This is an optimization exercise on Yosys and OpenROAD, whose aim is small area, a short achievable clock period and few clock cycles per item, not a production implementation.
In this exercise RTL edits were held to simulation tests only and were not proved equivalent to the original.
Power figures rest on the tool's default switching activity, not on a simulated workload.

==> flow/flow/run.sh <==
#!/bin/bash
# The standard layout, with plain buffers (buf_1) on the ports instead of the
# delay buffer buffer_ports picks by default.
set -euo pipefail
bash standard.sh "BUFFER_PORTS_ARGS=-buffer_cell sky130_fd_sc_hd__buf_1" finish > standard_flow.log 2>&1
==> flow/standard.sh <==
#!/bin/bash
# synth_recipe.tcl (not shown) runs the flow's synth.tcl, then flattens the netlist and writes it again
# the make line also repeats each setting of config.mk as NAME=value (left out here)
make -C /OpenROAD-flow-scripts/flow DESIGN_CONFIG=/design/flow/config.mk WORK_HOME=/design/flow/orfs CLKGATE_MAP_FILE= SYNTH_SCRIPT=/design/flow/synth_recipe.tcl "${@:-finish}"
==> flow/config.mk <==
export PLATFORM = sky130hd
export DESIGN_NAME = matrix2x2_mult
export DESIGN_NICKNAME = matrix2x2_mult
export VERILOG_FILES = /design/flow/design.v
export SDC_FILE = /design/flow/constraint.sdc
export NUM_CORES = 4
export LEC_CHECK = 0
export CAP_MARGIN = 20
export CORE_MARGIN = 2
export CORE_UTILIZATION = 65
export CTS_BUF_LIST = sky130_fd_sc_hd__clkbuf_16
export CTS_CLUSTER_DIAMETER = 150
export CTS_CLUSTER_SIZE = 30
export SETUP_SLACK_MARGIN = 4.25
export SLEW_MARGIN = 20
export SYNTH_HIERARCHICAL = 1
export SYNTH_MINIMUM_KEEP_SIZE = 0
==> flow/constraint.sdc <==
create_clock -name core_clock -period 7.0 [get_ports {clk}]
set_input_delay 1.4000 -clock core_clock [delete_from_list [all_inputs] [get_ports {clk}]]
set_output_delay 1.4000 -clock core_clock [all_outputs]
set_load 0.01 [all_outputs]
==> flow/design.v <==
`timescale 1ns / 1ps
module matrix2x2_mult (
    input       clk,
    input       rst,
    input       start,
    input [7:0]  a00, a01,
    input [7:0]  a10, a11,
    input [7:0]  b00, b01,
    input [7:0]  b10, b11,
    output [16:0] c00, c01,
    output [16:0] c10, c11,
    output done
);
reg [7:0] ra00, ra01, ra10, ra11, rb00, rb01, rb10, rb11;
always @(posedge clk) begin
    ra00 <= a00; ra01 <= a01; ra10 <= a10; ra11 <= a11;
    rb00 <= b00; rb01 <= b01; rb10 <= b10; rb11 <= b11;
end
reg [2:0] v;
always @(posedge clk, posedge rst) begin
    if (rst)
        v <= 3'd0;
    else
        v <= {v[1:0], start};
end
assign done = v[2];
wire [38:0] t1_00;
mm_t1 s1_00 (.x0(ra00), .y0(rb00), .x1(ra01), .y1(rb10), .o(t1_00));
wire [38:0] t1_01;
mm_t1 s1_01 (.x0(ra00), .y0(rb01), .x1(ra01), .y1(rb11), .o(t1_01));
wire [38:0] t1_10;
mm_t1 s1_10 (.x0(ra10), .y0(rb00), .x1(ra11), .y1(rb10), .o(t1_10));
wire [38:0] t1_11;
mm_t1 s1_11 (.x0(ra10), .y0(rb01), .x1(ra11), .y1(rb11), .o(t1_11));
reg [38:0] q1_00, q1_01, q1_10, q1_11;
always @(posedge clk) begin
    q1_00 <= t1_00;
    q1_01 <= t1_01;
    q1_10 <= t1_10;
    q1_11 <= t1_11;
end
wire [16:0] s_00;
mm_cpa a_00 (.i(q1_00), .c(s_00));
wire [16:0] s_01;
mm_cpa a_01 (.i(q1_01), .c(s_01));
wire [16:0] s_10;
mm_cpa a_10 (.i(q1_10), .c(s_10));
wire [16:0] s_11;
mm_cpa a_11 (.i(q1_11), .c(s_11));
reg [16:0] r00, r01, r10, r11;
always @(posedge clk) begin
    r00 <= s_00;
    r01 <= s_01;
    r10 <= s_10;
    r11 <= s_11;
end
assign c00 = r00;
assign c01 = r01;
assign c10 = r10;
assign c11 = r11;
endmodule
module mm_t1 (
  input  [7:0] x0, y0, x1, y1,
  output [38:0] o
);
  mm_nand u1 (.a(x0[0]), .b(y0[0]), .y(o[0]));
  wire w2_0;
  mm_nand u2 (.a(x0[0]), .b(y0[1]), .y(w2_0));
  wire w3_0;
  mm_nand u3 (.a(x0[0]), .b(y0[2]), .y(w3_0));
  wire w4_0;
  mm_nand u4 (.a(x0[0]), .b(y0[3]), .y(w4_0));
  wire w5_0;
  mm_nand u5 (.a(x0[0]), .b(y0[4]), .y(w5_0));
  wire w6_0;
  mm_nand u6 (.a(x0[0]), .b(y0[5]), .y(w6_0));
  wire w7_0;
  mm_nand u7 (.a(x0[0]), .b(y0[6]), .y(w7_0));
  wire w8_0;
  mm_nand u8 (.a(x0[0]), .b(y0[7]), .y(w8_0));
  mm_nand u9 (.a(x0[1]), .b(y0[0]), .y(o[2]));
  wire w10_0;
  mm_nand u10 (.a(x0[1]), .b(y0[1]), .y(w10_0));
  wire w11_0;
  mm_nand u11 (.a(x0[1]), .b(y0[2]), .y(w11_0));
  wire w12_0;
  mm_nand u12 (.a(x0[1]), .b(y0[3]), .y(w12_0));
  wire w13_0;
  mm_nand u13 (.a(x0[1]), .b(y0[4]), .y(w13_0));
  wire w14_0;
  mm_nand u14 (.a(x0[1]), .b(y0[5]), .y(w14_0));
  wire w15_0;
  mm_nand u15 (.a(x0[1]), .b(y0[6]), .y(w15_0));
  wire w16_0;
  mm_nand u16 (.a(x0[1]), .b(y0[7]), .y(w16_0));
  wire w17_0;
  mm_nand u17 (.a(x0[2]), .b(y0[0]), .y(w17_0));
  wire w18_0;
  mm_nand u18 (.a(x0[2]), .b(y0[1]), .y(w18_0));
  wire w19_0;
  mm_nand u19 (.a(x0[2]), .b(y0[2]), .y(w19_0));
  wire w20_0;
  mm_nand u20 (.a(x0[2]), .b(y0[3]), .y(w20_0));
  wire w21_0;
  mm_nand u21 (.a(x0[2]), .b(y0[4]), .y(w21_0));
  wire w22_0;
  mm_nand u22 (.a(x0[2]), .b(y0[5]), .y(w22_0));
  wire w23_0;
  mm_nand u23 (.a(x0[2]), .b(y0[6]), .y(w23_0));
  wire w24_0;
  mm_nand u24 (.a(x0[2]), .b(y0[7]), .y(w24_0));
  wire w25_0;
  mm_nand u25 (.a(x0[3]), .b(y0[0]), .y(w25_0));
  wire w26_0;
  mm_nand u26 (.a(x0[3]), .b(y0[1]), .y(w26_0));
  wire w27_0;
  mm_nand u27 (.a(x0[3]), .b(y0[2]), .y(w27_0));
  wire w28_0;
  mm_nand u28 (.a(x0[3]), .b(y0[3]), .y(w28_0));
  wire w29_0;
  mm_nand u29 (.a(x0[3]), .b(y0[4]), .y(w29_0));
  wire w30_0;
  mm_nand u30 (.a(x0[3]), .b(y0[5]), .y(w30_0));
  wire w31_0;
  mm_nand u31 (.a(x0[3]), .b(y0[6]), .y(w31_0));
  wire w32_0;
  mm_nand u32 (.a(x0[3]), .b(y0[7]), .y(w32_0));
  wire w33_0;
  mm_nand u33 (.a(x0[4]), .b(y0[0]), .y(w33_0));
  wire w34_0;
  mm_nand u34 (.a(x0[4]), .b(y0[1]), .y(w34_0));
  wire w35_0;
  mm_nand u35 (.a(x0[4]), .b(y0[2]), .y(w35_0));
  wire w36_0;
  mm_nand u36 (.a(x0[4]), .b(y0[3]), .y(w36_0));
  wire w37_0;
  mm_nand u37 (.a(x0[4]), .b(y0[4]), .y(w37_0));
  wire w38_0;
  mm_nand u38 (.a(x0[4]), .b(y0[5]), .y(w38_0));
  wire w39_0;
  mm_nand u39 (.a(x0[4]), .b(y0[6]), .y(w39_0));
  wire w40_0;
  mm_nand u40 (.a(x0[4]), .b(y0[7]), .y(w40_0));
  wire w41_0;
  mm_nand u41 (.a(x0[5]), .b(y0[0]), .y(w41_0));
  wire w42_0;
  mm_nand u42 (.a(x0[5]), .b(y0[1]), .y(w42_0));
  wire w43_0;
  mm_nand u43 (.a(x0[5]), .b(y0[2]), .y(w43_0));
  wire w44_0;
  mm_nand u44 (.a(x0[5]), .b(y0[3]), .y(w44_0));
  wire w45_0;
  mm_nand u45 (.a(x0[5]), .b(y0[4]), .y(w45_0));
  wire w46_0;
  mm_nand u46 (.a(x0[5]), .b(y0[5]), .y(w46_0));
  wire w47_0;
  mm_nand u47 (.a(x0[5]), .b(y0[6]), .y(w47_0));
  wire w48_0;
  mm_nand u48 (.a(x0[5]), .b(y0[7]), .y(w48_0));
  wire w49_0;
  mm_nand u49 (.a(x0[6]), .b(y0[0]), .y(w49_0));
  wire w50_0;
  mm_nand u50 (.a(x0[6]), .b(y0[1]), .y(w50_0));
  wire w51_0;
  mm_nand u51 (.a(x0[6]), .b(y0[2]), .y(w51_0));
  wire w52_0;
  mm_nand u52 (.a(x0[6]), .b(y0[3]), .y(w52_0));
  wire w53_0;
  mm_nand u53 (.a(x0[6]), .b(y0[4]), .y(w53_0));
  wire w54_0;
  mm_nand u54 (.a(x0[6]), .b(y0[5]), .y(w54_0));
  wire w55_0;
  mm_nand u55 (.a(x0[6]), .b(y0[6]), .y(w55_0));
  wire w56_0;
  mm_nand u56 (.a(x0[6]), .b(y0[7]), .y(w56_0));
  wire w57_0;
  mm_nand u57 (.a(x0[7]), .b(y0[0]), .y(w57_0));
  wire w58_0;
  mm_nand u58 (.a(x0[7]), .b(y0[1]), .y(w58_0));
  wire w59_0;
  mm_nand u59 (.a(x0[7]), .b(y0[2]), .y(w59_0));
  wire w60_0;
  mm_nand u60 (.a(x0[7]), .b(y0[3]), .y(w60_0));
  wire w61_0;
  mm_nand u61 (.a(x0[7]), .b(y0[4]), .y(w61_0));
  wire w62_0;
  mm_nand u62 (.a(x0[7]), .b(y0[5]), .y(w62_0));
  wire w63_0;
  mm_nand u63 (.a(x0[7]), .b(y0[6]), .y(w63_0));
  wire w64_0;
  mm_nand u64 (.a(x0[7]), .b(y0[7]), .y(w64_0));
  mm_nand u65 (.a(x1[0]), .b(y1[0]), .y(o[1]));
  wire w66_0;
  mm_nand u66 (.a(x1[0]), .b(y1[1]), .y(w66_0));
  wire w67_0;
  mm_nand u67 (.a(x1[0]), .b(y1[2]), .y(w67_0));
  wire w68_0;
  mm_nand u68 (.a(x1[0]), .b(y1[3]), .y(w68_0));
  wire w69_0;
  mm_nand u69 (.a(x1[0]), .b(y1[4]), .y(w69_0));
  wire w70_0;
  mm_nand u70 (.a(x1[0]), .b(y1[5]), .y(w70_0));
  wire w71_0;
  mm_nand u71 (.a(x1[0]), .b(y1[6]), .y(w71_0));
  wire w72_0;
  mm_nand u72 (.a(x1[0]), .b(y1[7]), .y(w72_0));
  wire w73_0;
  mm_nand u73 (.a(x1[1]), .b(y1[0]), .y(w73_0));
  wire w74_0;
  mm_nand u74 (.a(x1[1]), .b(y1[1]), .y(w74_0));
  wire w75_0;
  mm_nand u75 (.a(x1[1]), .b(y1[2]), .y(w75_0));
  wire w76_0;
  mm_nand u76 (.a(x1[1]), .b(y1[3]), .y(w76_0));
  wire w77_0;
  mm_nand u77 (.a(x1[1]), .b(y1[4]), .y(w77_0));
  wire w78_0;
  mm_nand u78 (.a(x1[1]), .b(y1[5]), .y(w78_0));
  wire w79_0;
  mm_nand u79 (.a(x1[1]), .b(y1[6]), .y(w79_0));
  wire w80_0;
  mm_nand u80 (.a(x1[1]), .b(y1[7]), .y(w80_0));
  wire w81_0;
  mm_nand u81 (.a(x1[2]), .b(y1[0]), .y(w81_0));
  wire w82_0;
  mm_nand u82 (.a(x1[2]), .b(y1[1]), .y(w82_0));
  wire w83_0;
  mm_nand u83 (.a(x1[2]), .b(y1[2]), .y(w83_0));
  wire w84_0;
  mm_nand u84 (.a(x1[2]), .b(y1[3]), .y(w84_0));
  wire w85_0;
  mm_nand u85 (.a(x1[2]), .b(y1[4]), .y(w85_0));
  wire w86_0;
  mm_nand u86 (.a(x1[2]), .b(y1[5]), .y(w86_0));
  wire w87_0;
  mm_nand u87 (.a(x1[2]), .b(y1[6]), .y(w87_0));
  wire w88_0;
  mm_nand u88 (.a(x1[2]), .b(y1[7]), .y(w88_0));
  wire w89_0;
  mm_nand u89 (.a(x1[3]), .b(y1[0]), .y(w89_0));
  wire w90_0;
  mm_nand u90 (.a(x1[3]), .b(y1[1]), .y(w90_0));
  wire w91_0;
  mm_nand u91 (.a(x1[3]), .b(y1[2]), .y(w91_0));
  wire w92_0;
  mm_nand u92 (.a(x1[3]), .b(y1[3]), .y(w92_0));
  wire w93_0;
  mm_nand u93 (.a(x1[3]), .b(y1[4]), .y(w93_0));
  wire w94_0;
  mm_nand u94 (.a(x1[3]), .b(y1[5]), .y(w94_0));
  wire w95_0;
  mm_nand u95 (.a(x1[3]), .b(y1[6]), .y(w95_0));
  wire w96_0;
  mm_nand u96 (.a(x1[3]), .b(y1[7]), .y(w96_0));
  wire w97_0;
  mm_nand u97 (.a(x1[4]), .b(y1[0]), .y(w97_0));
  wire w98_0;
  mm_nand u98 (.a(x1[4]), .b(y1[1]), .y(w98_0));
  wire w99_0;
  mm_nand u99 (.a(x1[4]), .b(y1[2]), .y(w99_0));
  wire w100_0;
  mm_nand u100 (.a(x1[4]), .b(y1[3]), .y(w100_0));
  wire w101_0;
  mm_nand u101 (.a(x1[4]), .b(y1[4]), .y(w101_0));
  wire w102_0;
  mm_nand u102 (.a(x1[4]), .b(y1[5]), .y(w102_0));
  wire w103_0;
  mm_nand u103 (.a(x1[4]), .b(y1[6]), .y(w103_0));
  wire w104_0;
  mm_nand u104 (.a(x1[4]), .b(y1[7]), .y(w104_0));
  wire w105_0;
  mm_nand u105 (.a(x1[5]), .b(y1[0]), .y(w105_0));
  wire w106_0;
  mm_nand u106 (.a(x1[5]), .b(y1[1]), .y(w106_0));
  wire w107_0;
  mm_nand u107 (.a(x1[5]), .b(y1[2]), .y(w107_0));
  wire w108_0;
  mm_nand u108 (.a(x1[5]), .b(y1[3]), .y(w108_0));
  wire w109_0;
  mm_nand u109 (.a(x1[5]), .b(y1[4]), .y(w109_0));
  wire w110_0;
  mm_nand u110 (.a(x1[5]), .b(y1[5]), .y(w110_0));
  wire w111_0;
  mm_nand u111 (.a(x1[5]), .b(y1[6]), .y(w111_0));
  wire w112_0;
  mm_nand u112 (.a(x1[5]), .b(y1[7]), .y(w112_0));
  wire w113_0;
  mm_nand u113 (.a(x1[6]), .b(y1[0]), .y(w113_0));
  wire w114_0;
  mm_nand u114 (.a(x1[6]), .b(y1[1]), .y(w114_0));
  wire w115_0;
  mm_nand u115 (.a(x1[6]), .b(y1[2]), .y(w115_0));
  wire w116_0;
  mm_nand u116 (.a(x1[6]), .b(y1[3]), .y(w116_0));
  wire w117_0;
  mm_nand u117 (.a(x1[6]), .b(y1[4]), .y(w117_0));
  wire w118_0;
  mm_nand u118 (.a(x1[6]), .b(y1[5]), .y(w118_0));
  wire w119_0;
  mm_nand u119 (.a(x1[6]), .b(y1[6]), .y(w119_0));
  wire w120_0;
  mm_nand u120 (.a(x1[6]), .b(y1[7]), .y(w120_0));
  wire w121_0;
  mm_nand u121 (.a(x1[7]), .b(y1[0]), .y(w121_0));
  wire w122_0;
  mm_nand u122 (.a(x1[7]), .b(y1[1]), .y(w122_0));
  wire w123_0;
  mm_nand u123 (.a(x1[7]), .b(y1[2]), .y(w123_0));
  wire w124_0;
  mm_nand u124 (.a(x1[7]), .b(y1[3]), .y(w124_0));
  wire w125_0;
  mm_nand u125 (.a(x1[7]), .b(y1[4]), .y(w125_0));
  wire w126_0;
  mm_nand u126 (.a(x1[7]), .b(y1[5]), .y(w126_0));
  wire w127_0;
  mm_nand u127 (.a(x1[7]), .b(y1[6]), .y(w127_0));
  wire w128_0;
  mm_nand u128 (.a(x1[7]), .b(y1[7]), .y(w128_0));
  wire w129_1;
  mm_fa u129 (.a(w2_0), .b(w66_0), .c(w73_0), .s(o[3]), .co(w129_1));
  wire w130_0, w130_1;
  mm_fa u130 (.a(w10_0), .b(w17_0), .c(w3_0), .s(w130_0), .co(w130_1));
  wire w131_0, w131_1;
  mm_fa u131 (.a(w67_0), .b(w74_0), .c(w81_0), .s(w131_0), .co(w131_1));
  wire w132_1;
  mm_fa u132 (.a(w129_1), .b(w130_0), .c(w131_0), .s(o[4]), .co(w132_1));
  wire w133_0, w133_1;
  mm_fa u133 (.a(w11_0), .b(w18_0), .c(w25_0), .s(w133_0), .co(w133_1));
  wire w134_0, w134_1;
  mm_fa u134 (.a(w4_0), .b(w68_0), .c(w75_0), .s(w134_0), .co(w134_1));
  wire w135_0, w135_1;
  mm_fa u135 (.a(w82_0), .b(w89_0), .c(w130_1), .s(w135_0), .co(w135_1));
  wire w136_0, w136_1;
  mm_fa u136 (.a(w131_1), .b(w133_0), .c(w134_0), .s(w136_0), .co(w136_1));
  wire w137_1;
  mm_fa u137 (.a(w132_1), .b(w135_0), .c(w136_0), .s(o[5]), .co(w137_1));
  wire w138_0, w138_1;
  mm_fa u138 (.a(w12_0), .b(w19_0), .c(w26_0), .s(w138_0), .co(w138_1));
  wire w139_0, w139_1;
  mm_fa u139 (.a(w33_0), .b(w5_0), .c(w69_0), .s(w139_0), .co(w139_1));
  wire w140_0, w140_1;
  mm_fa u140 (.a(w76_0), .b(w83_0), .c(w90_0), .s(w140_0), .co(w140_1));
  wire w141_0, w141_1;
  mm_fa u141 (.a(w97_0), .b(w133_1), .c(w134_1), .s(w141_0), .co(w141_1));
  wire w142_0, w142_1;
  mm_fa u142 (.a(w138_0), .b(w139_0), .c(w140_0), .s(w142_0), .co(w142_1));
  wire w143_0, w143_1;
  mm_fa u143 (.a(w135_1), .b(w136_1), .c(w141_0), .s(w143_0), .co(w143_1));
  mm_fa u144 (.a(w142_0), .b(w137_1), .c(w143_0), .s(o[6]), .co(o[8]));
  wire w145_0, w145_1;
  mm_fa u145 (.a(w105_0), .b(w13_0), .c(w20_0), .s(w145_0), .co(w145_1));
  wire w146_0, w146_1;
  mm_fa u146 (.a(w27_0), .b(w34_0), .c(w41_0), .s(w146_0), .co(w146_1));
  wire w147_0, w147_1;
  mm_fa u147 (.a(w6_0), .b(w70_0), .c(w77_0), .s(w147_0), .co(w147_1));
  wire w148_0, w148_1;
  mm_fa u148 (.a(w84_0), .b(w91_0), .c(w98_0), .s(w148_0), .co(w148_1));
  wire w149_0, w149_1;
  mm_fa u149 (.a(w138_1), .b(w139_1), .c(w140_1), .s(w149_0), .co(w149_1));
  wire w150_0, w150_1;
  mm_fa u150 (.a(w145_0), .b(w146_0), .c(w147_0), .s(w150_0), .co(w150_1));
  wire w151_1;
  mm_fa u151 (.a(w148_0), .b(w141_1), .c(w142_1), .s(o[7]), .co(w151_1));
  mm_fa u152 (.a(w149_0), .b(w150_0), .c(w143_1), .s(o[9]), .co(o[10]));
  wire w153_0, w153_1;
  mm_fa u153 (.a(w106_0), .b(w113_0), .c(w14_0), .s(w153_0), .co(w153_1));
  wire w154_0, w154_1;
  mm_fa u154 (.a(w21_0), .b(w28_0), .c(w35_0), .s(w154_0), .co(w154_1));
  wire w155_0, w155_1;
  mm_fa u155 (.a(w42_0), .b(w49_0), .c(w71_0), .s(w155_0), .co(w155_1));
  wire w156_0, w156_1;
  mm_fa u156 (.a(w78_0), .b(w7_0), .c(w85_0), .s(w156_0), .co(w156_1));
  wire w157_0, w157_1;
  mm_fa u157 (.a(w92_0), .b(w99_0), .c(w145_1), .s(w157_0), .co(w157_1));
  wire w158_0, w158_1;
  mm_fa u158 (.a(w146_1), .b(w147_1), .c(w148_1), .s(w158_0), .co(w158_1));
  wire w159_0, w159_1;
  mm_fa u159 (.a(w153_0), .b(w154_0), .c(w155_0), .s(w159_0), .co(w159_1));
  wire w160_0, w160_1;
  mm_fa u160 (.a(w156_0), .b(w149_1), .c(w150_1), .s(w160_0), .co(w160_1));
  wire w161_0;
  mm_fa u161 (.a(w157_0), .b(w158_0), .c(w159_0), .s(w161_0), .co(o[12]));
  mm_fa u162 (.a(w151_1), .b(w160_0), .c(w161_0), .s(o[11]), .co(o[15]));
  wire w163_0, w163_1;
  mm_fa u163 (.a(w100_0), .b(w107_0), .c(w114_0), .s(w163_0), .co(w163_1));
  wire w164_0, w164_1;
  mm_fa u164 (.a(w121_0), .b(w15_0), .c(w22_0), .s(w164_0), .co(w164_1));
  wire w165_0, w165_1;
  mm_fa u165 (.a(w29_0), .b(w36_0), .c(w43_0), .s(w165_0), .co(w165_1));
  wire w166_0, w166_1;
  mm_fa u166 (.a(w50_0), .b(w57_0), .c(w72_0), .s(w166_0), .co(w166_1));
  wire w167_0, w167_1;
  mm_fa u167 (.a(w79_0), .b(w86_0), .c(w8_0), .s(w167_0), .co(w167_1));
  wire w168_0, w168_1;
  mm_fa u168 (.a(w93_0), .b(w153_1), .c(w154_1), .s(w168_0), .co(w168_1));
  wire w169_0, w169_1;
  mm_fa u169 (.a(w155_1), .b(w156_1), .c(w163_0), .s(w169_0), .co(w169_1));
  wire w170_0, w170_1;
  mm_fa u170 (.a(w164_0), .b(w165_0), .c(w166_0), .s(w170_0), .co(w170_1));
  wire w171_0, w171_1;
  mm_fa u171 (.a(w167_0), .b(w157_1), .c(w158_1), .s(w171_0), .co(w171_1));
  wire w172_1;
  mm_fa u172 (.a(w159_1), .b(w168_0), .c(w169_0), .s(o[13]), .co(w172_1));
  mm_fa u173 (.a(w170_0), .b(w160_1), .c(w171_0), .s(o[14]), .co(o[16]));
  wire w174_0, w174_1;
  mm_fa u174 (.a(w101_0), .b(w108_0), .c(w115_0), .s(w174_0), .co(w174_1));
  wire w175_0, w175_1;
  mm_fa u175 (.a(w122_0), .b(w16_0), .c(w23_0), .s(w175_0), .co(w175_1));
  wire w176_0, w176_1;
  mm_fa u176 (.a(w30_0), .b(w37_0), .c(w44_0), .s(w176_0), .co(w176_1));
  wire w177_0, w177_1;
  mm_fa u177 (.a(w51_0), .b(w58_0), .c(w80_0), .s(w177_0), .co(w177_1));
  wire w178_0, w178_1;
  mm_fa u178 (.a(w87_0), .b(w94_0), .c(w163_1), .s(w178_0), .co(w178_1));
  wire w179_0, w179_1;
  mm_fa u179 (.a(w164_1), .b(w165_1), .c(w166_1), .s(w179_0), .co(w179_1));
  wire w180_0, w180_1;
  mm_fa u180 (.a(w167_1), .b(w174_0), .c(w175_0), .s(w180_0), .co(w180_1));
  wire w181_0, w181_1;
  mm_fa u181 (.a(w176_0), .b(w177_0), .c(w168_1), .s(w181_0), .co(w181_1));
  wire w182_0, w182_1;
  mm_fa u182 (.a(w169_1), .b(w170_1), .c(w178_0), .s(w182_0), .co(w182_1));
  mm_fa u183 (.a(w179_0), .b(w180_0), .c(w171_1), .s(o[17]), .co(o[21]));
  mm_fa u184 (.a(w181_0), .b(w172_1), .c(w182_0), .s(o[18]), .co(o[22]));
  wire w185_0, w185_1;
  mm_fa u185 (.a(w102_0), .b(w109_0), .c(w116_0), .s(w185_0), .co(w185_1));
  wire w186_0, w186_1;
  mm_fa u186 (.a(w123_0), .b(w24_0), .c(w31_0), .s(w186_0), .co(w186_1));
  wire w187_0, w187_1;
  mm_fa u187 (.a(w38_0), .b(w45_0), .c(w52_0), .s(w187_0), .co(w187_1));
  wire w188_0, w188_1;
  mm_fa u188 (.a(w59_0), .b(w88_0), .c(w95_0), .s(w188_0), .co(w188_1));
  wire w189_0, w189_1;
  mm_fa u189 (.a(w174_1), .b(w175_1), .c(w176_1), .s(w189_0), .co(w189_1));
  wire w190_0, w190_1;
  mm_fa u190 (.a(w177_1), .b(w185_0), .c(w186_0), .s(w190_0), .co(w190_1));
  wire w191_1;
  mm_fa u191 (.a(w187_0), .b(w188_0), .c(w178_1), .s(o[19]), .co(w191_1));
  wire w192_1;
  mm_fa u192 (.a(w179_1), .b(w180_1), .c(w189_0), .s(o[20]), .co(w192_1));
  mm_fa u193 (.a(w190_0), .b(w181_1), .c(w182_1), .s(o[23]), .co(o[25]));
  wire w194_0, w194_1;
  mm_fa u194 (.a(w103_0), .b(w110_0), .c(w117_0), .s(w194_0), .co(w194_1));
  wire w195_0, w195_1;
  mm_fa u195 (.a(w124_0), .b(w32_0), .c(w39_0), .s(w195_0), .co(w195_1));
  wire w196_0, w196_1;
  mm_fa u196 (.a(w46_0), .b(w53_0), .c(w60_0), .s(w196_0), .co(w196_1));
  wire w197_0, w197_1;
  mm_fa u197 (.a(w96_0), .b(w185_1), .c(w186_1), .s(w197_0), .co(w197_1));
  wire w198_0, w198_1;
  mm_fa u198 (.a(w187_1), .b(w188_1), .c(w194_0), .s(w198_0), .co(w198_1));
  wire w199_0, w199_1;
  mm_fa u199 (.a(w195_0), .b(w196_0), .c(w189_1), .s(w199_0), .co(w199_1));
  mm_fa u200 (.a(w190_1), .b(w197_0), .c(w198_0), .s(o[24]), .co(o[27]));
  mm_fa u201 (.a(w191_1), .b(w192_1), .c(w199_0), .s(o[26]), .co(o[29]));
  wire w202_0, w202_1;
  mm_fa u202 (.a(w104_0), .b(w111_0), .c(w118_0), .s(w202_0), .co(w202_1));
  wire w203_0, w203_1;
  mm_fa u203 (.a(w125_0), .b(w40_0), .c(w47_0), .s(w203_0), .co(w203_1));
  wire w204_0, w204_1;
  mm_fa u204 (.a(w54_0), .b(w61_0), .c(w194_1), .s(w204_0), .co(w204_1));
  wire w205_0, w205_1;
  mm_fa u205 (.a(w195_1), .b(w196_1), .c(w202_0), .s(w205_0), .co(w205_1));
  wire w206_1;
  mm_fa u206 (.a(w203_0), .b(w197_1), .c(w198_1), .s(o[28]), .co(w206_1));
  mm_fa u207 (.a(w204_0), .b(w205_0), .c(w199_1), .s(o[30]), .co(o[31]));
  wire w208_0, w208_1;
  mm_fa u208 (.a(w112_0), .b(w119_0), .c(w126_0), .s(w208_0), .co(w208_1));
  wire w209_0, w209_1;
  mm_fa u209 (.a(w48_0), .b(w55_0), .c(w62_0), .s(w209_0), .co(w209_1));
  wire w210_0, w210_1;
  mm_fa u210 (.a(w202_1), .b(w203_1), .c(w208_0), .s(w210_0), .co(w210_1));
  wire w211_0;
  mm_fa u211 (.a(w209_0), .b(w204_1), .c(w205_1), .s(w211_0), .co(o[33]));
  mm_fa u212 (.a(w210_0), .b(w206_1), .c(w211_0), .s(o[32]), .co(o[35]));
  wire w213_0, w213_1;
  mm_fa u213 (.a(w120_0), .b(w127_0), .c(w56_0), .s(w213_0), .co(w213_1));
  wire w214_0, w214_1;
  mm_fa u214 (.a(w63_0), .b(w208_1), .c(w209_1), .s(w214_0), .co(w214_1));
  wire w215_1;
  mm_fa u215 (.a(w213_0), .b(w210_1), .c(w214_0), .s(o[34]), .co(w215_1));
  wire w216_0;
  mm_fa u216 (.a(w128_0), .b(w64_0), .c(w213_1), .s(w216_0), .co(o[37]));
  mm_fa u217 (.a(w214_1), .b(w216_0), .c(w215_1), .s(o[36]), .co(o[38]));
endmodule
module mm_cpa (
  input  [38:0] i,
  output [16:0] c
);
  wire w1_0;
  mm_xnor u1 (.a(i[0]), .b(i[1]), .y(w1_0));
  wire w2_0;
  mm_or u2 (.a(i[0]), .b(i[1]), .y(w2_0));
  wire w3_0, w3_1;
  mm_fa u3 (.a(i[2]), .b(i[3]), .c(w2_0), .s(w3_0), .co(w3_1));
  wire w4_0, w4_1;
  mm_fa u4 (.a(i[7]), .b(i[8]), .c(i[9]), .s(w4_0), .co(w4_1));
  wire w5_0;
  mm_xnor u5 (.a(i[10]), .b(i[11]), .y(w5_0));
  wire w6_0;
  mm_or u6 (.a(i[10]), .b(i[11]), .y(w6_0));
  wire w7_0, w7_1;
  mm_fa u7 (.a(i[12]), .b(i[13]), .c(i[14]), .s(w7_0), .co(w7_1));
  wire w8_0;
  mm_xnor u8 (.a(i[15]), .b(w6_0), .y(w8_0));
  wire w9_0;
  mm_or u9 (.a(i[15]), .b(w6_0), .y(w9_0));
  wire w10_0, w10_1;
  mm_fa u10 (.a(i[16]), .b(i[17]), .c(i[18]), .s(w10_0), .co(w10_1));
  wire w11_0;
  mm_xnor u11 (.a(w7_1), .b(w9_0), .y(w11_0));
  wire w12_0;
  mm_or u12 (.a(w7_1), .b(w9_0), .y(w12_0));
  wire w13_0, w13_1;
  mm_fa u13 (.a(i[19]), .b(i[20]), .c(i[21]), .s(w13_0), .co(w13_1));
  wire w14_0, w14_1;
  mm_fa u14 (.a(i[22]), .b(i[23]), .c(w10_1), .s(w14_0), .co(w14_1));
  wire w15_0;
  mm_xnor u15 (.a(w13_0), .b(w12_0), .y(w15_0));
  wire w16_0;
  mm_or u16 (.a(w13_0), .b(w12_0), .y(w16_0));
  wire w17_0, w17_1;
  mm_fa u17 (.a(i[24]), .b(i[25]), .c(i[26]), .s(w17_0), .co(w17_1));
  wire w18_0, w18_1;
  mm_fa u18 (.a(w13_1), .b(w17_0), .c(w14_1), .s(w18_0), .co(w18_1));
  wire w19_0, w19_1;
  mm_fa u19 (.a(i[27]), .b(i[28]), .c(i[29]), .s(w19_0), .co(w19_1));
  wire w20_0, w20_1;
  mm_fa u20 (.a(i[30]), .b(w17_1), .c(w19_0), .s(w20_0), .co(w20_1));
  wire w21_0, w21_1;
  mm_fa u21 (.a(i[31]), .b(i[32]), .c(w19_1), .s(w21_0), .co(w21_1));
  wire w22_0, w22_1;
  mm_fa u22 (.a(i[33]), .b(i[34]), .c(i[35]), .s(w22_0), .co(w22_1));
  mm_inv u23 (.a(w1_0), .y(c[0]));
  mm_inv u24 (.a(w3_0), .y(c[1]));
  wire w25_0;
  mm_nor u25 (.a(i[4]), .b(w3_1), .y(w25_0));
  mm_xor u26 (.a(i[4]), .b(w3_1), .y(c[2]));
  wire w27_0;
  mm_nor u27 (.a(w5_0), .b(w4_1), .y(w27_0));
  wire w28_0;
  mm_xor u28 (.a(w5_0), .b(w4_1), .y(w28_0));
  wire w29_0;
  mm_nor u29 (.a(w8_0), .b(w7_0), .y(w29_0));
  wire w30_0;
  mm_xor u30 (.a(w8_0), .b(w7_0), .y(w30_0));
  wire w31_0;
  mm_nor u31 (.a(w10_0), .b(w11_0), .y(w31_0));
  wire w32_0;
  mm_xor u32 (.a(w10_0), .b(w11_0), .y(w32_0));
  wire w33_0;
  mm_nor u33 (.a(w15_0), .b(w14_0), .y(w33_0));
  wire w34_0;
  mm_xor u34 (.a(w15_0), .b(w14_0), .y(w34_0));
  wire w35_0;
  mm_nor u35 (.a(w16_0), .b(w18_0), .y(w35_0));
  wire w36_0;
  mm_xor u36 (.a(w16_0), .b(w18_0), .y(w36_0));
  wire w37_0;
  mm_nor u37 (.a(w20_0), .b(w18_1), .y(w37_0));
  wire w38_0;
  mm_xor u38 (.a(w20_0), .b(w18_1), .y(w38_0));
  wire w39_0;
  mm_nor u39 (.a(w20_1), .b(w21_0), .y(w39_0));
  wire w40_0;
  mm_xor u40 (.a(w20_1), .b(w21_0), .y(w40_0));
  wire w41_0;
  mm_nor u41 (.a(w22_0), .b(w21_1), .y(w41_0));
  wire w42_0;
  mm_xor u42 (.a(w22_0), .b(w21_1), .y(w42_0));
  wire w43_0;
  mm_nor u43 (.a(i[36]), .b(w22_1), .y(w43_0));
  wire w44_0;
  mm_xor u44 (.a(i[36]), .b(w22_1), .y(w44_0));
  wire w45_0;
  mm_nor u45 (.a(i[37]), .b(i[38]), .y(w45_0));
  wire w46_0;
  mm_xor u46 (.a(i[37]), .b(i[38]), .y(w46_0));
  wire w47_0;
  mm_inv u47 (.a(i[5]), .y(w47_0));
  wire w48_0;
  mm_nand u48 (.a(w47_0), .b(w25_0), .y(w48_0));
  wire w49_0;
  mm_nor u49 (.a(w4_0), .b(i[6]), .y(w49_0));
  wire w50_0;
  mm_a21oi u50 (.a(w30_0), .b(w27_0), .c(w29_0), .y(w50_0));
  wire w51_0;
  mm_nand u51 (.a(w30_0), .b(w28_0), .y(w51_0));
  wire w52_0;
  mm_a21oi u52 (.a(w34_0), .b(w31_0), .c(w33_0), .y(w52_0));
  wire w53_0;
  mm_nand u53 (.a(w34_0), .b(w32_0), .y(w53_0));
  wire w54_0;
  mm_a21oi u54 (.a(w38_0), .b(w35_0), .c(w37_0), .y(w54_0));
  wire w55_0;
  mm_nand u55 (.a(w38_0), .b(w36_0), .y(w55_0));
  wire w56_0;
  mm_a21oi u56 (.a(w42_0), .b(w39_0), .c(w41_0), .y(w56_0));
  wire w57_0;
  mm_nand u57 (.a(w42_0), .b(w40_0), .y(w57_0));
  wire w58_0;
  mm_a21oi u58 (.a(w46_0), .b(w43_0), .c(w45_0), .y(w58_0));
  wire w59_0;
  mm_nand u59 (.a(w46_0), .b(w44_0), .y(w59_0));
  wire w60_0;
  mm_nor u60 (.a(i[6]), .b(w48_0), .y(w60_0));
  wire w61_0;
  mm_inv u61 (.a(w49_0), .y(w61_0));
  wire w62_0;
  mm_nor u62 (.a(w61_0), .b(w48_0), .y(w62_0));
  wire w63_0;
  mm_inv u63 (.a(w32_0), .y(w63_0));
  wire w64_0;
  mm_o21bai u64 (.a(w63_0), .b(w50_0), .c(w31_0), .y(w64_0));
  wire w65_0;
  mm_nor u65 (.a(w63_0), .b(w51_0), .y(w65_0));
  wire w66_0;
  mm_o21ai u66 (.a(w53_0), .b(w50_0), .c(w52_0), .y(w66_0));
  wire w67_0;
  mm_nor u67 (.a(w53_0), .b(w51_0), .y(w67_0));
  wire w68_0;
  mm_inv u68 (.a(w40_0), .y(w68_0));
  wire w69_0;
  mm_o21bai u69 (.a(w68_0), .b(w54_0), .c(w39_0), .y(w69_0));
  wire w70_0;
  mm_nor u70 (.a(w68_0), .b(w55_0), .y(w70_0));
  wire w71_0;
  mm_o21ai u71 (.a(w57_0), .b(w54_0), .c(w56_0), .y(w71_0));
  wire w72_0;
  mm_nor u72 (.a(w57_0), .b(w55_0), .y(w72_0));
  wire w73_0;
  mm_a21oi u73 (.a(w28_0), .b(w62_0), .c(w27_0), .y(w73_0));
  wire w74_0;
  mm_inv u74 (.a(w51_0), .y(w74_0));
  wire w75_0;
  mm_a21boi u75 (.a(w74_0), .b(w62_0), .c(w50_0), .y(w75_0));
  wire w76_0;
  mm_a21oi u76 (.a(w65_0), .b(w62_0), .c(w64_0), .y(w76_0));
  wire w77_0;
  mm_a21oi u77 (.a(w67_0), .b(w62_0), .c(w66_0), .y(w77_0));
  wire w78_0;
  mm_a21oi u78 (.a(w44_0), .b(w71_0), .c(w43_0), .y(w78_0));
  wire w79_0;
  mm_nand u79 (.a(w44_0), .b(w72_0), .y(w79_0));
  wire w80_0;
  mm_inv u80 (.a(w59_0), .y(w80_0));
  wire w81_0;
  mm_a21boi u81 (.a(w80_0), .b(w71_0), .c(w58_0), .y(w81_0));
  wire w82_0;
  mm_nand u82 (.a(w80_0), .b(w72_0), .y(w82_0));
  wire w83_0;
  mm_inv u83 (.a(w36_0), .y(w83_0));
  wire w84_0;
  mm_o21bai u84 (.a(w83_0), .b(w77_0), .c(w35_0), .y(w84_0));
  wire w85_0;
  mm_o21ai u85 (.a(w55_0), .b(w77_0), .c(w54_0), .y(w85_0));
  wire w86_0;
  mm_inv u86 (.a(w70_0), .y(w86_0));
  wire w87_0;
  mm_o21bai u87 (.a(w86_0), .b(w77_0), .c(w69_0), .y(w87_0));
  wire w88_0;
  mm_inv u88 (.a(w72_0), .y(w88_0));
  wire w89_0;
  mm_o21bai u89 (.a(w88_0), .b(w77_0), .c(w71_0), .y(w89_0));
  wire w90_0;
  mm_o21ai u90 (.a(w79_0), .b(w77_0), .c(w78_0), .y(w90_0));
  mm_o21ai u91 (.a(w82_0), .b(w77_0), .c(w81_0), .y(c[16]));
  mm_xnor u92 (.a(i[5]), .b(w25_0), .y(c[3]));
  mm_xor u93 (.a(i[6]), .b(w48_0), .y(c[4]));
  mm_xnor u94 (.a(w4_0), .b(w60_0), .y(c[5]));
  mm_xor u95 (.a(w28_0), .b(w62_0), .y(c[6]));
  mm_xnor u96 (.a(w30_0), .b(w73_0), .y(c[7]));
  mm_xnor u97 (.a(w32_0), .b(w75_0), .y(c[8]));
  mm_xnor u98 (.a(w34_0), .b(w76_0), .y(c[9]));
  mm_xnor u99 (.a(w36_0), .b(w77_0), .y(c[10]));
  mm_xor u100 (.a(w38_0), .b(w84_0), .y(c[11]));
  mm_xor u101 (.a(w40_0), .b(w85_0), .y(c[12]));
  mm_xor u102 (.a(w42_0), .b(w87_0), .y(c[13]));
  mm_xor u103 (.a(w44_0), .b(w89_0), .y(c[14]));
  mm_xor u104 (.a(w46_0), .b(w90_0), .y(c[15]));
endmodule
module mm_nand (input a, b, output y); assign y = ~(a & b); endmodule
module mm_nor (input a, b, output y); assign y = ~(a | b); endmodule
module mm_or (input a, b, output y); assign y = a | b; endmodule
module mm_xor (input a, b, output y); assign y = a ^ b; endmodule
module mm_xnor (input a, b, output y); assign y = ~(a ^ b); endmodule
module mm_inv (input a, output y); assign y = ~a; endmodule
module mm_a21oi (input a, b, c, output y); assign y = ~((a & b) | c); endmodule
module mm_o21ai (input a, b, c, output y); assign y = ~((a | b) & c); endmodule
module mm_a21boi (input a, b, c, output y); assign y = ~((a & b) | ~c); endmodule
module mm_o21bai (input a, b, c, output y); assign y = ~((a | b) & ~c); endmodule
module mm_nor2b (input a, b, output y); assign y = ~(a | ~b); endmodule
module mm_fa (
  input  a, b, c,
  output s, co
);
  assign s = a ^ b ^ c;
  assign co = (a & b) | (a & c) | (b & c);
endmodule
==> flow_summary.ini, run 1 <==
[place]
pre_cts_ws_ns = 3.83
dp_hpwl_mm = 28.6
place_inst = 2089
place_congestion = 0.846
io_buffers = 135

[synth]
ys_seq_area_frac = 0.321
avgSynthCellArea_um2 = 11.6
syn_nets = 2047
ys_warn_count = 7
synth.top_cell.area_share = 0.444
synth_cell_types = 13
yosys-top-cells-area = fa_1, dfxtp_1, nand2_1
yosysTopAreaCell = fa_1
syn_area_um2 = 18200
ys_seq_elements = 291
syn_inst = 1576

[timing]
maxSlewViolCount = 0
period_share = 0.390
finalHoldViolCount = 0
worst_slack_ns = 4.27
fin_skew_ns = 0.0190
worstMarginPinSlew_ns = 0.649
fmax_mhz = 366
fin_crit_ns = 2.73
rsz0062_at_grt = true
relSlewSlack = 0.565
setup_tns_ns = 0
finalSetupViolations = 0

[global_route]
grt_pass1_wl_mm = 67.1
grt_start_max_net_pins = 32
grt_pass1_vias = 12992
gr-total-overflow = 0
grt.total_usage = 0.300
antenna_found_initial = 0

[detailed_routing]
wl_mm = 43.0
drt_iter0_markers = 1194
drc = 0
vias = 12055
avgViaCountPerCell = 5.61
postRouteAntennaNets = 0
wl_per_cell_um = 20.0
drtPass1Iterations = 6

[layout]
final_layout_size_suffix_gt1_frac = 0.123
area_growth_pct = 12.4
nets = 2242
fill_cells = 1983
final_cell_count_no_fill = 2149
antenna_cells = 0

[critical_path]
crit_start = rb10[1]
cp_common_cell = fa_1
rr_worst_depth = 5
crit_required_ns = 7.40
r2r-start = rb10[1]
crit_path_end_kind = flip-flop
path_cells = nand2_1 > fa_1 > fa_1 > fa_1 > fa_1
crit_cells = 5
cp.buffers_inverters = 0
cp-start-kind = flip-flop
worstPathMaxFanout = 15
crit_family = adder cells
slowest_delay_ns = 0.58
path_class = flip-flop to flip-flop
slowest_stage = fa_1
worstPathArrival_ns = 3.13

[power_and_ir_drop]
irDropWorstVdd_mv = 0.328
power.density_nw_per_um2 = 448
p_leak_nw = 7.37

[clocking]
cts_tree = yes
ctsRootBufferMaster = clkbuf_16
numCtsBuffers = 13
insertion_delay_ns = 0.51
clk_pin_slew_ns = 0.11
clock_path_buffers = 3
htreeDepth = 1
cts_num_sinks = 291
postCtsHoldBufs = 0

[floorplan]
fp.dieW_um = 171
pin_count = 136
core_um2 = 27700
rows = 61
die_y_um = 171
initial_core_util = 0.657
dieArea_um2 = 29400

[min_path]
holdPathStages = 0
hp-start = v[0]
min_path_type = flip-flop to flip-flop

[run_status]
status = complete, no violations

[run]
drv_cap = 0
## cells in the mapped netlist
cell type  count
nand2_1      544
fa_1         404
dfxtp_1      288
nor2_1        72
xor2_1        72
inv_1         45
xnor2_1       44
a21oi_2       36
o21ai_1       20
o21bai_1      20
or2_1         20
a21boi_2       8
dfrtp_1        3
## layer usage
metal,share of wire,vias to the layer above,global-route usage
met2,0.45,759,0.460
met4,0.027,0,0.0571
met5,0,-,0
li1,-,5177,-
met3,0.12,81,0.0711
met1,0.41,6038,0.447
## what timing repair did
item,in CTS,in global routing
pin swaps,6,21
hold endpoints to repair,0,0
endpoints found under the setup margin,98,66
setup buffers,3,42
gates resized for setup,132,64
## area by class of cell
type | instances | area [um^2] | area share
tap | 378 | 473 | 0.0231
sequential | 291 | 6090 | 0.298
inverter | 45 | 169 | 0.00826
timing repair buffer | 180 | 901 | 0.0440
multi-input combinational | 1240 | 12500 | 0.610
clock buffer | 13 | 325 | 0.0159
clock inverter | 2 | 15.0 | 0.000734
## sequential cells by signal (all words and copies together), names as in the netlist
register / cells
q1_01: 39
q1_10: 39
ra00: 8
rb11: 8
ra01: 8
ra11: 8
v: 3
r00: 17
rb01: 8
ra10: 8
r11: 17
r01: 17
q1_00: 39
q1_11: 39
rb10: 8
rb00: 8
r10: 17
## cell families after synthesis
group	count (synthesis)	synth area share
AOI/OAI and AO/OA	84	0.0360
xor gates and xnor gates	116	0.0558
adders and majority gates	404	0.444
buffers and inverters	45	0.00928
DFF	291	0.321
and+or+nand+nor	636	0.134
## placed cells by master (no fill, tap or decap), drive strengths merged
cell	n
xor2	72
o21ai	20
nand2	544
nor2	72
a21oi	36
inv	47
clkbuf	13
dfrtp	3
o21bai	20
dfxtp	288
fa	404
a21boi	8
or2	20
buf	180
xnor2	44
## modules after synthesis (local to each module, per instance), a selection
module	flip-flops and latches	cell area [um^2]
mm_o21ai	0	5.00
mm_fa	0	20.0
mm_a21oi	0	8.76
mm_xnor	0	8.76
mm_nor	0	3.75
mm_xor	0	8.76
mm_a21boi	0	11.3
mm_o21bai	0	7.51
mm_or	0	6.26
matrix2x2_mult	291	5840
mm_inv	0	3.75
mm_nand	0	3.75
## worst register-to-register path, cell delays in order, from the launching register on
cell,delay [ns]
dfxtp_4,0.51
nand2_1,0.14
fa_1,0.53
fa_1,0.58
fa_1,0.44
fa_1,0.43
## final timing paths
path	end	slack, ns
worst max register to register	q1_10[11]	4.27
worst min register to register	v[1]	0.36
min in group asynchronous	v[2]	0.71
max in group asynchronous	v[1]	6.17
worst min-delay path	v[1]	0.36
worst max-delay path	q1_10[11]	4.27
## per-stage QoR
step / hold slack (ns) / util / cell area, um^2 / power, mW
after global routing: 0.371 / 0.738 / 20500 / 9.99
final: 0.364 / 0.738 / 20500 / 9.17
after CTS: 0.368 / 0.716 / 19900 / 8.75
after global placement: 0.335 / 0.692 / 19200 / 7.44
after detailed placement: 0.339 / 0.692 / 19200 / 7.62
after floorplan: 0.331 / - / 18200 / 6.44
## power by group
part           internal, mW  switching (mW)  total (mW)
Clock                 0.343           0.514       0.857
Sequential             2.30           0.363        2.67
Combinational          2.38            3.26        5.64
Testbench counts, summed over its fixed seeds: cycles 16,016, items 16,000.
==> run 2, diff against run 1 <==
--- a/flow/config.mk
+++ b/flow/config.mk
@@ -11,7 +11,7 @@
 export CTS_BUF_LIST = sky130_fd_sc_hd__clkbuf_16
 export CTS_CLUSTER_DIAMETER = 150
 export CTS_CLUSTER_SIZE = 30
-export SETUP_SLACK_MARGIN = 4.25
+export SETUP_SLACK_MARGIN = 4.3
 export SLEW_MARGIN = 20
 export SYNTH_HIERARCHICAL = 1
 export SYNTH_MINIMUM_KEEP_SIZE = 0
==> flow_summary.ini, run 2 <==
[synth]
synth_edf_count = 0
avgSynthCellArea_um2 = 11.6
yosys-top-cells-area = fa_1, dfxtp_1, nand2_1
yosysTopAreaCell = fa_1
synth_flop_cell = dfxtp_1
synth.top_cell.area_share = 0.444
ys_warn_count = 7
synth_cell_types = 13
synth_most_common_cell = nand2_1
synthTopCellsByCount = nand2_1, fa_1, dfxtp_1, nor2_1, xor2_1
syn_inst = 1576
syn_area_um2 = 18200
ys_seq_elements = 291
syn_nets = 2047
ys_seq_area_frac = 0.321
async_flop_share = 0.0103

[critical_path]
crit_required_ns = 7.40
worstPathMaxFanout = 7
cp-start-kind = flip-flop
worstPathArrival_ns = 3.12
rrSetupSlack_ns = 4.28
r2r-start = ra10[2]
critPathCapture = q1_10[26]
crit_path_end_kind = flip-flop
path_class = flip-flop to flip-flop
rr_worst_depth = 7
crit_start = ra10[2]
reg2reg_to = q1_10[26]

[clocking]
htreeDepth = 1
postCtsHoldBufs = 0
cts_num_sinks = 291
ctsRootBufferMaster = clkbuf_16
clock_path_buffers = 3
clk_pin_slew_ns = 0.12
numCtsBuffers = 13
cts_tree = yes
insertion_delay_ns = 0.51

[floorplan]
rows = 61
fp.dieW_um = 171
die_y_um = 171
dieArea_um2 = 29400
core_um2 = 27700
pin_count = 136
initial_core_util = 0.657

[power_and_ir_drop]
power.density_nw_per_um2 = 443
irDropWorstVdd_mv = 0.347
p_leak_nw = 7.84
finalPower_mw = 9.46

[place]
dp_hpwl_mm = 28.6
place_congestion = 0.846
place_area_um2 = 19200
io_buffers = 135

[detailed_routing]
avgViaCountPerCell = 5.70
wl_per_cell_um = 21.1
postRouteAntennaNets = 0
vias = 12677
drt_iter0_markers = 1347
drtPass1Iterations = 5
drc = 0
wl_mm = 46.9

[timing]
finalHoldViolCount = 0
period_share = 0.389
finalSetupViolations = 0
maxSlewViolCount = 0
fin_skew_ns = 0.0189
worstMarginPinSlew_ns = 0.646
setup_tns_ns = 0
fmax_mhz = 367
fin_crit_ns = 2.72
relSlewSlack = 0.568
rsz0062_at_grt = true

[global_route]
grt.total_usage = 0.303
gr-total-overflow = 0
grt_pass1_vias = 13155
grt_start_max_net_pins = 32
grt_pass1_wl_mm = 67.9
antenna_found_initial = 1

[layout]
post-route-util = 0.772
final_layout_size_suffix_gt1_frac = 0.169
area_growth_pct = 17.4
final_area_um2 = 21400
antenna_cells = 0
final_cell_mix = nand2_1, fa_1, dfxtp_1
mostFrequentLayoutCell = nand2_1
nets = 2318

[run]
drv_cap = 0

[run_status]
status = complete, no violations

[min_path]
min_path_type = flip-flop to flip-flop
run 2: cell counts after synthesis:
No cell type changed its count.
run 2: metal layers:
layer	GRT usage	up-vias	wire (um)
met4	0.0641	2	1620
met5	0	-	13
met1	0.449	6367	18000
met2	0.464	856	21300
met3	0.0746	124	5950
li1	-	5328	-
run 2: per-module statistics from Yosys, one instance, submodules excluded, excerpt:
module,copies in the design,flip-flops and latches
mm_nand,544,0
mm_nor,72,0
mm_o21bai,20,0
mm_xnor,44,0
matrix2x2_mult,1,291
mm_inv,44,0
mm_a21boi,8,0
mm_or,20,0
mm_o21ai,20,0
mm_fa,404,0
mm_a21oi,36,0
mm_xor,72,0
run 2: timing repair:
item,in CTS,in global routing
pin swaps,15,30
setup endpoints to repair,103,59
setup buffers,16,105
resized for setup,158,63
run 2: worst min-delay path by stage:
stage,from,endpoint,cells after the start
after floorplan,v[0],v[1],0
after global placement,v[0],v[1],0
after detailed placement,v[0],v[1],0
after CTS,v[0],v[1],0
after global routing,v[0],v[1],0
final,v[0],v[1],0
run 2: cell type report:
type	instances	area [um^2]
clock buffers	13	325
clock inverters	2	15.0
fillers	1822	6330
inverters	45	169
multi-input cells	1240	12500
flip-flops and latches	291	6090
well taps	378	473
repair buffers	256	1780
run 2: logic make-up (layout without fill, tap and decap cells):
kind of cell,after synthesis,after routing,share of synthesized area
xor gates and xnor gates,116,116,0.0558
adders and majority gates,404,404,0.444
AOI/OAI and AO/OA,84,84,0.0360
and+or+nand+nor,636,636,0.134
DFF,291,291,0.321
buffers and inverters,45,316,0.00928
run 2: per-stage QoR:
stage                     setup slack [ns]  hold WS (ns)  std cells
after floorplan                       4.31         0.331       1576
after global placement                3.88         0.335       2089
after detailed placement              3.83         0.339       2089
after CTS                             4.29         0.368       2120
after global routing                  4.23         0.371       2225
final                                 4.28         0.364       2225
run 2: power by group:
part / switching (mW) / total, mW / internal [mW] / leakage (nW)
clock: 0.514 / 0.857 / 0.343 / 0.172
combinational: 3.41 / 5.96 / 2.55 / 5.19
sequential: 0.339 / 2.64 / 2.30 / 2.48
total: 4.26 / 9.46 / 5.20 / 7.84
run 2: critical path, stage by stage (launching register included):
cell and delay (ns):
dfxtp_4 0.39, buf_4 0.21, buf_4 0.15, nand2_1 0.07
fa_1 0.41, fa_1 0.44, fa_1 0.53, fa_1 0.42
==> run 3, diff against run 2 <==
--- a/flow/config.mk
+++ b/flow/config.mk
@@ -11,7 +11,7 @@
 export CTS_BUF_LIST = sky130_fd_sc_hd__clkbuf_16
 export CTS_CLUSTER_DIAMETER = 150
 export CTS_CLUSTER_SIZE = 30
-export SETUP_SLACK_MARGIN = 4.3
+export SETUP_SLACK_MARGIN = 4.15
 export SLEW_MARGIN = 20
 export SYNTH_HIERARCHICAL = 1
 export SYNTH_MINIMUM_KEEP_SIZE = 0
==> flow_summary.ini, run 3 <==
[timing]
fin_skew_ns = 0.0238
finalHoldViolCount = 0
rsz0062_at_grt = true
period_share = 0.401
setup_tns_ns = 0
fin_crit_ns = 2.81
worst_slack_ns = 4.19
finalSetupViolations = 0
relSlewSlack = 0.565
worstMarginPinSlew_ns = 0.649
fmax_mhz = 356
maxSlewViolCount = 0

[floorplan]
die_y_um = 171
initial_core_util = 0.657
fp.dieW_um = 171
dieArea_um2 = 29400
pin_count = 136
rows = 61
core_um2 = 27700

[detailed_routing]
vias = 11923
drt_iter0_markers = 1295
wl_mm = 41.4
avgViaCountPerCell = 5.65
drc = 0
drtPass1Iterations = 5
wl_per_cell_um = 19.6
postRouteAntennaNets = 0

[layout]
post-route-util = 0.719
antenna_cells = 0
final_layout_size_suffix_gt1_frac = 0.0883
nets = 2203
fill_cells = 2059
final_cell_mix = nand2_1, fa_1, dfxtp_1
mostFrequentLayoutCell = nand2_1
area_growth_pct = 9.39

[place]
place_congestion = 0.846
pre_cts_ws_ns = 3.83
io_buffers = 135
dp_hpwl_mm = 28.6

[power_and_ir_drop]
comb_power_share = 0.600
seqPwrFrac = 0.303
p_leak_nw = 7.12
power.density_nw_per_um2 = 443
irDropWorstVdd_mv = 0.320
switching_share = 0.446
switchingPower_mw = 3.94
finalPower_mw = 8.83
clkPwrFrac = 0.097
p_int_mw = 4.89

[synth]
syn_nets = 2047
yosys-top-cells-area = fa_1, dfxtp_1, nand2_1
syn_area_um2 = 18200
syn_inst = 1576
avgSynthCellArea_um2 = 11.6
synth_cell_types = 13
synth.top_cell.area_share = 0.444
synth_edf_count = 0
synth_flop_cell = dfxtp_1
ys_seq_elements = 291
ys_seq_area_frac = 0.321
synthTopCellsByCount = nand2_1, fa_1, dfxtp_1, nor2_1, xor2_1
ys_warn_count = 7
yosysTopAreaCell = fa_1
synth_most_common_cell = nand2_1
async_flop_share = 0.0103

[run_status]
status = complete, no violations

[min_path]
hp-start = v[0]
holdPathStages = 0
min_path_type = flip-flop to flip-flop
hold_end = v[1]

[critical_path]
crit_path_end_kind = flip-flop
cp-start-kind = flip-flop
crit_start = ra11[4]
path_class = flip-flop to flip-flop
rrSetupSlack_ns = 4.19
worstPathArrival_ns = 3.20
r2r-start = ra11[4]
crit_required_ns = 7.39
rr_worst_depth = 5
worstPathMaxFanout = 16
reg2reg_to = q1_10[18]

[global_route]
grtUsageMet2 = 0.453
grtUsageMet3 = 0.0723
gr-usage-met1 = 0.443
gr-total-overflow = 0
grt_start_max_net_pins = 32
grt_pass1_vias = 12930
grt_busiest_layer = met2
grt.total_usage = 0.298
grt_pass1_wl_mm = 66.7
antenna_found_initial = 0

[clocking]
numCtsBuffers = 13
clock_path_buffers = 3
ctsRootBufferMaster = clkbuf_16
cts_num_sinks = 291
htreeDepth = 1
cts_tree = yes
postCtsHoldBufs = 0
clk_pin_slew_ns = 0.12
insertion_delay_ns = 0.51

[run]
drv_cap = 0
run 3: cell counts after synthesis:
Identical to the previous run, type by type.
run 3: per-module statistics from Yosys, one instance, submodules excluded, excerpt:
module          cell area, um^2  cells inside
mm_or                      6.26             1
mm_xnor                    8.76             1
mm_nor                     3.75             1
mm_a21oi                   8.76             1
mm_inv                     3.75             1
mm_o21ai                   5.00             1
mm_fa                      20.0             1
mm_nand                    3.75             1
mm_o21bai                  7.51             1
mm_xor                     8.76             1
matrix2x2_mult             5840           292
mm_a21boi                  11.3             1
run 3: logic make-up (layout without fill, tap and decap cells):
group	count (synthesis)	in the layout	synth area share
DFF	291	291	0.321
xor gates and xnor gates	116	116	0.0558
buffers and inverters	45	201	0.00928
adders and majority gates	404	404	0.444
and+or+nand+nor	636	636	0.134
AOI/OAI and AO/OA	84	84	0.0360
run 3: worst max-delay path by stage:
| stage | endpoint | slack (ns) | depth (start not counted) |
|---|---|---|---|
| 6_report | q1_10[18] | 4.19 | 5 |
| 5_1_grt | r00[15] | 4.09 | 9 |
| 4_1_cts | q1_10[11] | 4.15 | 5 |
| 3_5_place_dp | q1_10[11] | 3.83 | 5 |
| 3_3_place_gp | q1_11[11] | 3.88 | 5 |
| 2_1_floorplan | q1_00[11] | 4.31 | 5 |
run 3: power groups by stage:
stage	clock network, mW	logic (mW)	registers [mW]
after CTS	0.881	4.98	2.68
after global routing	0.935	5.96	2.74
after global placement	0	4.74	2.70
after detailed placement	0	4.90	2.72
final	0.858	5.29	2.68
after floorplan	0	3.72	2.71
run 3: critical path, stage by stage, from the launching register on:
cell and delay, ns:
dfxtp_2 0.63, nand2_1 0.15, fa_1 0.52, fa_1 0.41
fa_1 0.57, fa_1 0.41
run 3: area by class of cell:
cell class	count	area [um^2]	area share
Clock buffer	13	325	0.0163
Clock inverter	2	15.0	0.000754
Inverter	45	169	0.00848
Multi-Input combinational cell	1240	12300	0.620
Sequential cell	291	6040	0.303
Tap cell	378	473	0.0237
Timing Repair Buffer	141	552	0.0277
run 3: repair_timing:
| item | 4_1_cts | 5_1_grt |
|---|---|---|
| endpoints found under the setup margin | 92 | 39 |
| setup buffers | 0 | 6 |
| hold endpoints to repair | 0 | 0 |
| gates resized for setup | 68 | 73 |
| pin swaps | 0 | 12 |
run 3: routing by layer:
layer	wire, um	up-vias
met5	0	-
met4	840	0
met3	4770	62
met2	18800	735
met1	17000	6034
li1	-	5092
run 3: stage by stage:
step	area, um^2	hold WS [ns]	std cells
floorplan	18200	0.331	1576
finish	19900	0.364	2110
detailed placement	19200	0.339	2089
global placement	19200	0.335	2089
global route	19900	0.371	2110
CTS	19600	0.368	2104
==> run 4, diff against run 3 <==
--- a/flow/config.mk
+++ b/flow/config.mk
@@ -11,7 +11,7 @@
 export CTS_BUF_LIST = sky130_fd_sc_hd__clkbuf_16
 export CTS_CLUSTER_DIAMETER = 150
 export CTS_CLUSTER_SIZE = 30
-export SETUP_SLACK_MARGIN = 4.15
+export SETUP_SLACK_MARGIN = 4.0
 export SLEW_MARGIN = 20
 export SYNTH_HIERARCHICAL = 1
 export SYNTH_MINIMUM_KEEP_SIZE = 0
==> flow_summary.ini, run 4 <==
[synth]
synth_edf_count = 0
syn_nets = 2047
ys_seq_elements = 291
syn_area_um2 = 18200
synth_flop_cell = dfxtp_1
avgSynthCellArea_um2 = 11.6
async_flop_share = 0.0103
synth-xor-area-share = 0.0558
synthMuxAreaShare = 0
synth_top_family_by_area = adder cells
synth.top_cell.area_share = 0.444
synth_cell_types = 13
yosys-top-cells-area = fa_1, dfxtp_1, nand2_1
synth_most_common_cell = nand2_1
yosysTopAreaCell = fa_1
ys_seq_area_frac = 0.321
synth-compound-area-share = 0.0360
synthTopCellsByCount = nand2_1, fa_1, dfxtp_1, nor2_1, xor2_1
synth-simple-area-share = 0.134
syn_inst = 1576
ys_warn_count = 7
synth-adder-area-share = 0.444

[detailed_routing]
postRouteAntennaNets = 0
avgViaCountPerCell = 5.63
drtPass1Iterations = 7
vias = 11849
wl_mm = 41.2
drc = 0
wl_per_cell_um = 19.6
drt_iter0_markers = 1077

[floorplan]
fp.dieW_um = 171
rows = 61
dieArea_um2 = 29400
pin_count = 136
core_um2 = 27700
die_y_um = 171
initial_core_util = 0.657

[layout]
antenna_cells = 0
final_cell_mix = nand2_1, fa_1, dfxtp_1
final_area_um2 = 19600
area_growth_pct = 7.85
nets = 2197
mostFrequentLayoutCell = nand2_1
final_layout_size_suffix_gt1_frac = 0.0730

[critical_path]
worstPathMaxFanout = 16
crit_path_end_kind = flip-flop
worstPathArrival_ns = 3.31
rrSetupSlack_ns = 4.09
path_class = flip-flop to flip-flop
crit_required_ns = 7.39
crit_start = ra10[2]
reg2reg_to = q1_10[11]
slowest_delay_ns = 0.68
cp-start-kind = flip-flop
path_cells = nand2_1 > fa_1 > fa_1 > fa_1 > fa_1
cp_common_cell = fa_1
r2r-start = ra10[2]
cp.buffers_inverters = 0
slowest_stage = dfxtp_2
rr_worst_depth = 5
crit_family = adder cells

[power_and_ir_drop]
irDropWorstVdd_mv = 0.321
finalPower_mw = 8.50
p_leak_nw = 7.06
power.density_nw_per_um2 = 433

[clocking]
numCtsBuffers = 13
insertion_delay_ns = 0.51
cts_setup_buffers = 0
htreeDepth = 1
cts_tree = yes
clock_path_buffers = 3
ctsRootBufferMaster = clkbuf_16
cts_num_sinks = 291
clk_pin_slew_ns = 0.11

[timing]
finalSetupViolations = 0
period_share = 0.416
worstMarginPinSlew_ns = 0.593
fin_crit_ns = 2.91
fmax_mhz = 343
relSlewSlack = 0.605
maxSlewViolCount = 0
rsz0062_at_grt = true
worst_slack_ns = 4.09
fin_skew_ns = 0.0175
finalHoldViolCount = 0
setup_tns_ns = 0

[global_route]
grt_pass1_wl_mm = 66.7
grt_start_max_net_pins = 32
gr-total-overflow = 0
grt.total_usage = 0.297
antenna_found_initial = 0
grt_pass1_vias = 12933

[min_path]
min_path_type = flip-flop to flip-flop
hp-start = v[0]
hold_end = v[1]
holdPathStages = 0

[run_status]
status = complete, no violations

[place]
io_buffers = 135
dp_hpwl_mm = 28.6
pre_cts_ws_ns = 3.83
place_area_um2 = 19200
place_congestion = 0.846

[run]
drv_cap = 0
## run 4: cell counts after synthesis
Identical to the previous run, type by type.
## run 4: kinds of logic (layout without fill, tap and decap cells)
group | Yosys count | in the layout
flip-flops | 291 | 291
XOR/XNOR | 116 | 116
AND/OR/NAND/NOR | 636 | 636
buffers and inverters | 45 | 195
adder cells (fa/ha/maj) | 404 | 404
AO/OA/AOI/OAI | 84 | 84
## run 4: worst max-delay path by stage
stage | end | slack, ns | depth (start not counted)
CTS | q1_01[18] | 4.00 | 5
global placement | q1_11[11] | 3.88 | 5
finish | q1_10[11] | 4.09 | 5
global route | r00[15] | 3.96 | 9
floorplan | q1_00[11] | 4.31 | 5
detailed placement | q1_10[11] | 3.83 | 5
## run 4: per-module statistics from Yosys (local to each module, per instance), excerpt
module,cells,cell area (um^2)
matrix2x2_mult,292,5840
mm_xnor,1,8.76
mm_o21bai,1,7.51
mm_a21oi,1,8.76
mm_or,1,6.26
mm_fa,1,20.0
mm_xor,1,8.76
mm_nor,1,3.75
mm_inv,1,3.75
mm_a21boi,1,11.3
mm_o21ai,1,5.00
mm_nand,1,3.75
## run 4: layout make-up
| type | count | area [um^2] |
|---|---|---|
| Timing Repair Buffer | 135 | 507 |
| Tap cell | 378 | 473 |
| Inverter | 45 | 169 |
| Fill cell | 2098 | 8070 |
| Clock buffer | 13 | 325 |
| Clock inverter | 2 | 15.0 |
| Multi-Input combinational cell | 1240 | 12200 |
| Sequential cell | 291 | 5920 |
## run 4: worst register-to-register path, stage by stage, from the launching register on
cell and delay [ns]:
dfxtp_2 0.68, nand2_1 0.16, fa_1 0.60, fa_1 0.44, fa_1 0.52, fa_1 0.41
## run 4: what timing repair did
item,in CTS,in global routing
hold buffers,0,0
gates cloned,0,0
resized for setup,57,11
endpoints found under the setup margin,50,43
## run 4: power breakdown
group	switching [mW]	internal, mW	total (mW)
Sequential	0.370	2.31	2.68
Combinational	2.91	2.06	4.96
Clock	0.511	0.343	0.854
## run 4: metal layers
layer | GRT usage | share of wire | routed length [um] | vias up
li1 | - | - | - | 5091
met1 | 0.442 | 0.41 | 17000 | 5967
met2 | 0.452 | 0.45 | 18400 | 730
met3 | 0.0732 | 0.12 | 4900 | 61
met4 | 0.0637 | 0.023 | 940 | 0
met5 | 0 | 0 | 0 | -
## run 4: through the flow
step | utilization | hold slack, ns | instances
2_1_floorplan | - | 0.331 | 1576
3_3_place_gp | 0.692 | 0.335 | 2089
3_5_place_dp | 0.692 | 0.339 | 2089
4_1_cts | 0.707 | 0.368 | 2104
5_1_grt | 0.709 | 0.371 | 2104
6_report | 0.709 | 0.364 | 2104

## separate check: timing with driven ports
In the flow no input, the clock included, has a driving cell. The finished layouts below were timed again as built, in two steps.
Step 1 sets driving cells, clkbuf_16 on the clock port and buf_2 on the other inputs (assumed; they add their load-dependent delay and slew).
Step 2 adds t to the input delays and takes it off the output delays; t is the mean of the earliest and latest rising clock arrival at the registers after step 1. Input paths then give back, and output paths get back, about the clock's delay inside the block.
Slacks: ideal / step 1 / step 2; pairs: ideal / step 1.
run	t, ns	setup slack, ns	hold slack, ns
run 1	0.552	4.270 / 4.270 / 4.270	0.364 / 0.364 / 0.364
run 2	0.552	4.277 / 4.277 / 4.277	0.364 / 0.364 / 0.364
run 3	0.552	4.191 / 4.191 / 4.191	0.364 / 0.364 / 0.364
run 4	0.548	4.086 / 4.086 / 4.086	0.364 / 0.364 / 0.364
After both steps setup and hold are still met in every run listed.
